Context: an optimization exercise on an open-source flow, tuned for small area. The choices shown serve that exercise and are no tape-out recipe. Function was checked by simulation only, so behaviour that the tests miss may differ from the original. No driver is modelled on the clock port, so clock power and skew are understated where the tree is cut down; a real chip needs a root buffer or a tree. Power and IR drop assume default switching activity.

==> run D: inputs <==
// pong_vga_top
module pong_vga_top(
	input ClkPort,
	input rst,  
	input BtnC,
	input BtnU,
	input BtnD,
	input BtnL,
	input BtnR,
	output hSync, vSync,
	output [3:0] vgaR, vgaG, vgaB,
	output An0, An1, An2, An3, An4, An5, An6, An7,
	output Ca, Cb, Cc, Cd, Ce, Cf, Cg, Dp,
	output MemOE, MemWR, RamCS, QuadSpiFlashCS
	);
Settings: LEC_CHECK=0, CAP_MARGIN=0, CORE_MARGIN=2, CORE_UTILIZATION=40, GPL_TIMING_DRIVEN=0, SLEW_MARGIN=0; clock period 120.0 ns.
standard.sh (not shown) runs the stock make flow with config.mk's settings and CLKGATE_MAP_FILE= SYNTH_SCRIPT=/design/flow/synth_recipe.tcl, a recipe that flattens the netlist after the stock synthesis.
==> flow/flow/run.sh <==
#!/bin/bash
# Own layout flow: the standard flow (standard.sh) with these changes in how
# the layout is made:
#  - ABC maps the logic with an area-oriented script (abc.script here) instead
#    of ORFS's speed script, whose buffering and upsizing aim at delay;
#  - Yosys's synth runs without its early "abc -fast", so the full adders
#    are extracted from the written-out carry chains without inverters;
#  - the port buffers that global placement adds are sky130_fd_sc_hd__buf_1;
#  - one tie cell drives all the constant outputs;
#  - the clock tree is flow/clock_tree.tcl: four clkbuf_16, each driving the
#    flip-flops of one region, instead of TritonCTS's two-level tree.
# Everything else (synthesis passes, floorplan, power grid, taps, placement,
# routing) is the standard flow. Each tool's output goes to a log in this folder.
set -euo pipefail
here=$(pwd)
rm -rf "$here/scripts_mod"
cp -r "$FLOW_HOME/scripts" "$here/scripts_mod"
cp "$here/flow/abc.script" "$here/scripts_mod/abc_area.script"
# the CTS step builds the clock tree with flow/clock_tree.tcl
sed -i "s|^log_cmd clock_tree_synthesis {\*}\$cts_args|source $here/flow/clock_tree.tcl|" "$here/scripts_mod/cts.tcl"
grep -q "source $here/flow/clock_tree.tcl" "$here/scripts_mod/cts.tcl"
export SCRIPTS_DIR="$here/scripts_mod"
export ABC_AREA=1
export SYNTH_ARGS=-noabc
export SKIP_REPAIR_TIE_FANOUT=1
export REMOVE_ABC_BUFFERS=1
export BUFFER_PORTS_ARGS="-buffer_cell sky130_fd_sc_hd__buf_1"
bash standard.sh > "$here/standard_flow.log" 2>&1
==> flow/flow/abc.script <==
strash
dch
map -a
&get -n
&st
&dch
&nf -R 1000
&put
topo
dnsize -c
Other scripts of this flow, unchanged in this note and not shown: flow/flow/clock_tree.tcl
==> run C (differences from run D) <==
--- a/flow/design.v
+++ b/flow/design.v
@@ -84,11 +84,12 @@
 	endfunction
 	reg enable;
 	reg [5:0] I, J;
 	reg [6:0] K;
 	reg [8:0] p1_top, p2_top;
-	reg [9:0] nbx, nby;
+	reg [9:0] nbx;
+	reg [8:0] nyq;
 	wire [9:0] xo = ~nbx;
 	reg [1:0] trajectory_sign;  
 	reg [1:0] ball_shift_y;     
 	wire run = enable & ~rst;
 	wire start = start_btn & ~enable;
@@ -129,26 +130,26 @@
 	wire xr = trajectory_sign[0], yu = trajectory_sign[1];
 	wire sx2 = ball_shift_y[1];
 	wire [10:0] ndx = move ? ~{{9{~xr}}, sx2 | ~xr, ~sx2} : 11'h7ff;
 	wire [10:0] ndy = move ? (yu ? {9'd0, ball_shift_y} : {9'h1ff, ~ball_shift_y}) : 11'd0;
 	wire [10:0] nbxs = add(nbx, ndx, 1'b1);
-	wire [10:0] nbys = add(nby, ndy, move & ~yu);
+	wire [10:0] nyqs = add({2'b0, nyq}, ndy, move & ~yu);
 	wire [9:0] bxo = ~nbxs[9:0];  
-	wire [9:0] byo = ~nbys[9:0];  
-	wire wall_lo = ge(byo, 506);
-	wire wall_hi = ~ge(byo, 35);
+	wire [8:0] byq = ~nyqs[8:0];  
+	wire wall_lo = ge(byq, 480);
+	wire wall_hi = ~ge(byq, 9);
 	wire [8:0] pt = bxo[9] ? p2_top : p1_top;
-	wire [10:0] c = add({2'b0, pt}, {1'b0, nbys[9:0]}, 1'b1);
+	wire [10:0] c = add({2'b0, pt}, {2'b11, nyqs[8:0]}, 1'b1);
 	wire [9:0] cs = {~c[9], c[8:0]};  
-	wire near = ge(cs, 512 - 54) & ~ge(cs, 512 + 5);   
-	wire edg = ~ge(cs, 512 - 42);                      
+	wire near = ge(cs, 512 - 28) & ~ge(cs, 512 + 31);   
+	wire edg = ~ge(cs, 512 - 16);                       
 	wire hit1 = ge(bxo, 200) & ~ge(bxo, 211) & near;   
 	wire hit2 = ge(bxo, 707) & ~ge(bxo, 718) & near;   
 	always @(posedge clk) begin
 		K <= (rst | move) ? 7'd0 : Kn[6:0];
 		nbx <= run ? nbxs[9:0] : ~10'd459;
-		nby <= run ? nbys[9:0] : ~10'd270;
+		nyq <= run ? nyqs[8:0] : ~9'd244;
 		if (rst) begin
 			trajectory_sign <= 2'b00;
 			ball_shift_y <= 2'd1;
 		end else if (start) begin
 			trajectory_sign <= divclk[1:0];
@@ -169,12 +170,12 @@
 	wire [8:0] nqt = hCount[9] ? ~p2_top : ~p1_top;
 	wire [10:0] f = add({1'b0, vCount}, {1'b0, 1'b1, nqt}, 1'b1);  
 	wire pad = f[10] & ~ge(f[9:0], 61) &
 		((ge(hCount, 200) & ~ge(hCount, 211)) | (ge(hCount, 717) & ~ge(hCount, 728)));
 	wire [10:0] gx = add({1'b0, hCount}, {1'b0, nbx}, 1'b1);
-	wire [10:0] gy = add({1'b0, vCount}, {1'b0, nby}, 1'b1);
-	wire ball = gx[10] & ~ge(gx[9:0], 11) & gy[10] & ~ge(gy[9:0], 11);
+	wire [10:0] gy = add({1'b0, vCount}, {2'b01, nyq}, 1'b1);  
+	wire ball = gx[10] & ~ge(gx[9:0], 11) & gy[10] & ge(gy[9:0], 26) & ~ge(gy[9:0], 37);
 	wire [3:0] s = hCount[9] ? score2 : score1;
 	wire g1 = s[3] | s[1] | ~(s[2] ^ s[0]);                        
 	wire g2 = s[3] | ~s[2] | ~(s[1] ^ s[0]);                       
 	wire g3 = s[3] | s[2] | ~s[1] | s[0];                          
 	wire g4 = s[2] ? (s[1] ^ s[0]) : (s[1] | ~s[0]);               
==> flow/flow/run.sh (replaced) <==
#!/bin/bash
# Own layout flow: the standard flow (standard.sh) with these changes in how
# the layout is made:
#  - ABC maps the logic with an area-oriented script (abc.script here: a
#    minute of &deepsyn AIG optimisation, then area mapping) instead
#    of ORFS's speed script, whose buffering and upsizing aim at delay;
#  - the adders are not extracted into fa/ha cells (ADDER_MAP_FILE empty),
#    so ABC maps the written-out carry chains with the logic around them;
#  - the port buffers that global placement adds are sky130_fd_sc_hd__buf_1;
#  - one tie cell drives all the constant outputs;
#  - the clock tree is flow/clock_tree.tcl: four clkbuf_16, each driving the
#    flip-flops of one region, instead of TritonCTS's two-level tree.
# Everything else (synthesis passes, floorplan, power grid, taps, placement,
# routing) is the standard flow. Each tool's output goes to a log in this folder.
set -euo pipefail
here=$(pwd)
rm -rf "$here/scripts_mod"
cp -r "$FLOW_HOME/scripts" "$here/scripts_mod"
cp "$here/flow/abc.script" "$here/scripts_mod/abc_area.script"
# the CTS step builds the clock tree with flow/clock_tree.tcl
sed -i "s|^log_cmd clock_tree_synthesis {\*}\$cts_args|source $here/flow/clock_tree.tcl|" "$here/scripts_mod/cts.tcl"
grep -q "source $here/flow/clock_tree.tcl" "$here/scripts_mod/cts.tcl"
export SCRIPTS_DIR="$here/scripts_mod"
export ABC_AREA=1
export ADDER_MAP_FILE=
export SKIP_REPAIR_TIE_FANOUT=1
export REMOVE_ABC_BUFFERS=1
export BUFFER_PORTS_ARGS="-buffer_cell sky130_fd_sc_hd__buf_1"
bash standard.sh > "$here/standard_flow.log" 2>&1
==> flow/flow/abc.script (replaced) <==
strash
&get -n
&st
&deepsyn -T 60
&dch
&nf -R 1000
&put
==> notes <==
Critical path depth: run D is higher than run C (10). Against run D, the hold slack of run C is better by 0.022 ns. Against run C, the area after synthesis of run D is larger by about 9%. Sequential power is about the same in run D and run C. Between run C and run D, the lower setup slack is in run D (gap 3.1 ns). Between run C and run D, the lower cell area is in run C (gap 7.8%, measured against run D). In run C the routed wire length is larger than in run D, by 7.9%. Final cell count: run D is smaller than run C (14%). In clock power, run D and run C hardly differ.
==> figures <==
metric                                                                                                       run D           run C
Outcome                                                                                             finished clean  finished clean
Total Routed Length                                                                                 14,400 microns  15,500 microns
Die height                                                                                             135 microns     130 microns
Largest net degree at the start of global routing                                                               30              32
Arithmetic-cell share of the synthesized area counting full adders, half adders and majority gates           0.310         0.00630
Initial drt markers                                                                                            169             301
Routed len/inst                                                                                       15.5 microns    14.5 microns
Average instance area after synthesis                                                                   10.2 sq um      7.63 sq um
Fraction of standard cell area in multi-input logic                                                          0.625           0.607
Multi-input combinational cell count                                                                           531             700
Register bit count reported by yosys                                                                           106             105
Vias                                                                                                         4,837           5,778
# placed instances                                                                                             922           1,067
Maximum fanout along the worst path                                                                             23              26
Met3 track demand over resource                                                                             0.0127         0.00984
Via/cell ratio                                                                                                5.22            5.39
Count of cells along the worst register-to-register path                                                        33              31
Minimum period implied by the final worst setup slack                                                     30.78 ns        27.72 ns
Clock-pin slew reported for the worst setup and hold paths after clock tree synthesis                      0.11 ns         0.10 ns
In every run of this note, the design's own scripts or RTL, not TritonCTS, make the clock network.

-- afterwards: timing with drivers on the ports --
How much do the figures lean on ideal ports? The routed layouts below were timed once more, with nothing changed but the port constraints. Step 1 sets driving cells, clkbuf_16 on the clock port and buf_2 on the other inputs (assumed; they add their load-dependent delay and slew). Step 2, shift: input delay + t, output delay - t, t = (earliest + latest rising clock arrival at the registers) / 2. This alone moves slack from input paths to output paths. Slacks: no drivers / after step 1 / after step 2; pairs: no drivers / after step 1.
run | shift t [ns] | setup slack, ns | worst setup path after step 2 | worst data-port slew with drivers (ns) | pins driven straight from the clock port
run D | 0.255 | 89.218 / 89.130 / 89.384 | register to output | 0.03 | 4
run C | 0.260 | 92.280 / 92.188 / 92.447 | register to output | 0.03 | 4
After both steps setup and hold are still met in every run listed.
